This design comes from an exercise in tuning for small area, a short achievable clock period and few clock cycles per item on the open sky130 flow, not from production work.
The RTL was checked by simulation tests, not by an equivalence proof against the original design.
No activity file was given, so power comes from the tool's default toggle rates.

## v6
==> flow/design.v (excerpt) <==
module mltp (
  input S, CLK, Clr,
  input [7:0] Binput, Qinput,
  output [7:0] A, Q,
  output reg R  
);
Size in the first run: about 190 cells after synthesis, roughly 36 I/O pins.
export LEC_CHECK = 0
export CAP_MARGIN = 20
export CORE_MARGIN = 2
export CORE_UTILIZATION = 40
export SLEW_MARGIN = 20
export SYNTH_HIERARCHICAL = 1
export SYNTH_MINIMUM_KEEP_SIZE = 0
create_clock -name core_clock -period 5.0 [get_ports {CLK}]
run.sh (not shown) runs the stock make flow with config.mk's settings and CLKGATE_MAP_FILE= SYNTH_SCRIPT=/design/flow/synth_recipe.tcl, a recipe that flattens the netlist after the stock synthesis.
Testbench counts of v6, summed over its fixed seeds: cycles 2,048, products 2,048.
Setup changes, v6 to v7
# v6
export LEC_CHECK = 0
export CAP_MARGIN = 20
export CORE_MARGIN = 2
export CORE_UTILIZATION = 40
export SLEW_MARGIN = 20
export SYNTH_HIERARCHICAL = 1
export SYNTH_MINIMUM_KEEP_SIZE = 0
create_clock -name core_clock -period 5.0 [get_ports {CLK}]
# v7
export LEC_CHECK = 0
export CAP_MARGIN = 20
export CORE_MARGIN = 2
export CORE_UTILIZATION = 40
export SETUP_SLACK_MARGIN = 2.0
export SLEW_MARGIN = 20
export SYNTH_HIERARCHICAL = 1
export SYNTH_MINIMUM_KEEP_SIZE = 0
create_clock -name core_clock -period 5.0 [get_ports {CLK}]
==> results.txt <==
- Diff v7..v6 | die area | unchanged
- v6: PASS, flow complete, no timing, DRC or antenna violations
- v7 completed; timing, DRC and antenna clean
- On area of all placed cells without fillers, v6 beats v7.
- STATUS fmax: v7 wins against v6
- v6 consumes more power than v7.
- Against v6, v7 comes in 1.8 points lower on power share of the clock group.

Starting RTL as in the previous note.
==> flow/design.v (excerpt) <==
module mltp (
  input S, CLK, Clr,
  input [7:0] Binput, Qinput,
  output [7:0] A, Q,
  output reg R  
);
clock: 5.0 ns
lec_check: 0
cap_margin: 20
core_margin: 2
core_utilization: 60
setup_slack_margin: 1.5
slew_margin: 20
synth_hierarchical: 1
synth_minimum_keep_size: 0
Testbench counts at the start, summed over its fixed seeds: cycles 2,048, products 2,048.
Rerun with:
--- a/flow/config.mk
+++ b/flow/config.mk
@@ -8,5 +8,5 @@
 export CAP_MARGIN = 20
 export CORE_MARGIN = 2
-export CORE_UTILIZATION = 60
+export CORE_UTILIZATION = 40
 export SETUP_SLACK_MARGIN = 1.5
 export SLEW_MARGIN = 20
Via count came out lower by about 2.4%; wire length came out lower by about 8%; setup slack barely changes; synthesized cell count stays the same; cell area came out higher by about 0.43%.
Rerun with:
--- a/flow/config.mk
+++ b/flow/config.mk
@@ -9,5 +9,5 @@
 export CORE_MARGIN = 2
 export CORE_UTILIZATION = 40
-export SETUP_SLACK_MARGIN = 1.5
+export SETUP_SLACK_MARGIN = 2.5
 export SLEW_MARGIN = 20
 export SYNTH_HIERARCHICAL = 1
Sequential cell count stays the same. Synthesized cell count does not change. Worst setup slack improved by 0.24 ns. Maximum frequency is higher by 7.2%. Cell count is higher by 2.7%. Clock power is lower by 15%. Area after synthesis stays the same. Non-clock buffer count is higher by 8.

== run Z ==
mltp, a different RTL version from the one above (not shown whole).
Size in the first run: roughly 210 cells after synthesis, ~25 flip-flops, about 36 I/O pins, ~2300 sq um of cells after synthesis.
==> flow/config.mk <==
export PLATFORM = sky130hd
export DESIGN_NAME = mltp
export DESIGN_NICKNAME = mltp
export VERILOG_FILES = /design/flow/design.v
export SDC_FILE = /design/flow/constraint.sdc
export NUM_CORES = 4
export LEC_CHECK = 0
export CAP_MARGIN = 20
export CORE_MARGIN = 2
export CORE_UTILIZATION = 40
export SETUP_SLACK_MARGIN = 2.1
export SLEW_MARGIN = 20
export SYNTH_HIERARCHICAL = 1
export SYNTH_MINIMUM_KEEP_SIZE = 0
==> flow/constraint.sdc <==
create_clock -name core_clock -period 5.0 [get_ports {CLK}]
set_input_delay 1.0000 -clock core_clock [delete_from_list [all_inputs] [get_ports {CLK}]]
set_output_delay 1.0000 -clock core_clock [all_outputs]
set_load 0.01 [all_outputs]
standard.sh (not shown) runs the stock make flow with config.mk's settings and CLKGATE_MAP_FILE= SYNTH_SCRIPT=/design/flow/synth_recipe.tcl, a recipe that flattens the netlist after the stock synthesis.
==> flow/flow/run.sh <==
#!/bin/bash
# The standard layout (standard.sh, unchanged synthesis), with two layout
# settings changed: the port buffers are plain buffers (buf_2) instead of the
# delay cells buffer_ports picks by default, and the resizer may swap a cell
# for one of another footprint (MATCH_CELL_FOOTPRINT=0), so it can size them.
# The full output of make (every ORFS step, each also logged under
# orfs/logs/) goes to make.log.
set -euo pipefail
bash standard.sh MATCH_CELL_FOOTPRINT=0 \
  "BUFFER_PORTS_ARGS=-buffer_cell sky130_fd_sc_hd__buf_2" finish > make.log 2>&1
Per the final summary, run Z finished and its layout is clean on timing, DRC and antenna.
Testbench counts of run Z, summed over its fixed seeds: cycles 2,048, products 2,048.
Here is what was changed in the inputs of run Y compared with run Z.
- swapping 2.1 for 1.95 in SETUP_SLACK_MARGIN
==> results.txt <==
- Clock buffer count from CTS delta (run Z -> run Y): insignificant
- Compared with run Z, run Y shows total routing usage reported by global routing lower by 1.1 points.
- For run Y, the type of the worst setup path was in2reg, unlike run Z, where it was reg2out.
- Changes observed in run Y relative to run Z: final non-filler cell area -11%, instance area at placement lower.
- Compared with run Z, run Y shows routed wire length lower by about 4%.
- Going from run Z to run Y, the data required time of the worst path was found to have gone up by 1.00 ns.

-- re-timing with driven ports --
No port has a modelled driver above. Below, the same layouts with a new extraction and two added sets of constraints. Step 1: set_driving_cell puts a clkbuf_16 on CLK and a buf_2 on each other input, an assumption about the parent block. Step 2 adds t to the input delays and takes it off the output delays; t is the mean of the earliest and latest rising clock arrival at the registers after step 1. Input paths then give back, and output paths get back, about the clock's delay inside the block. a / b / c = ideal ports / drivers / drivers and shift; a / b = the first two.
| run | t, ns | setup WS [ns] | clock arrival spread, ns |
|---|---|---|---|
| v6 | 0.292 | 1.122 / 1.128 / 0.836 | 0.002 / 0.002 |
| v7 | 0.281 | 1.765 / 1.752 / 1.470 | 0.003 / 0.003 |
| the first run of note 2 | 0.296 | 1.515 / 1.524 / 1.228 | 0.007 / 0.006 |
| the second run of note 2 | 0.291 | 1.513 / 1.521 / 1.230 | 0.003 / 0.002 |
| the third run of note 2 | 0.282 | 1.748 / 1.730 / 1.448 | 0.008 / 0.008 |
| run Z | 0.276 | 1.997 / 1.970 / 1.694 | 0.002 / 0.002 |
| run Y | 0.281 | 1.976 / 1.953 / 1.695 | 0.002 / 0.002 |
After both steps every run listed still meets setup and hold. The setup slack of run Z, which loses most, moves by -0.027 ns with the drivers and by -0.303 ns with both steps.
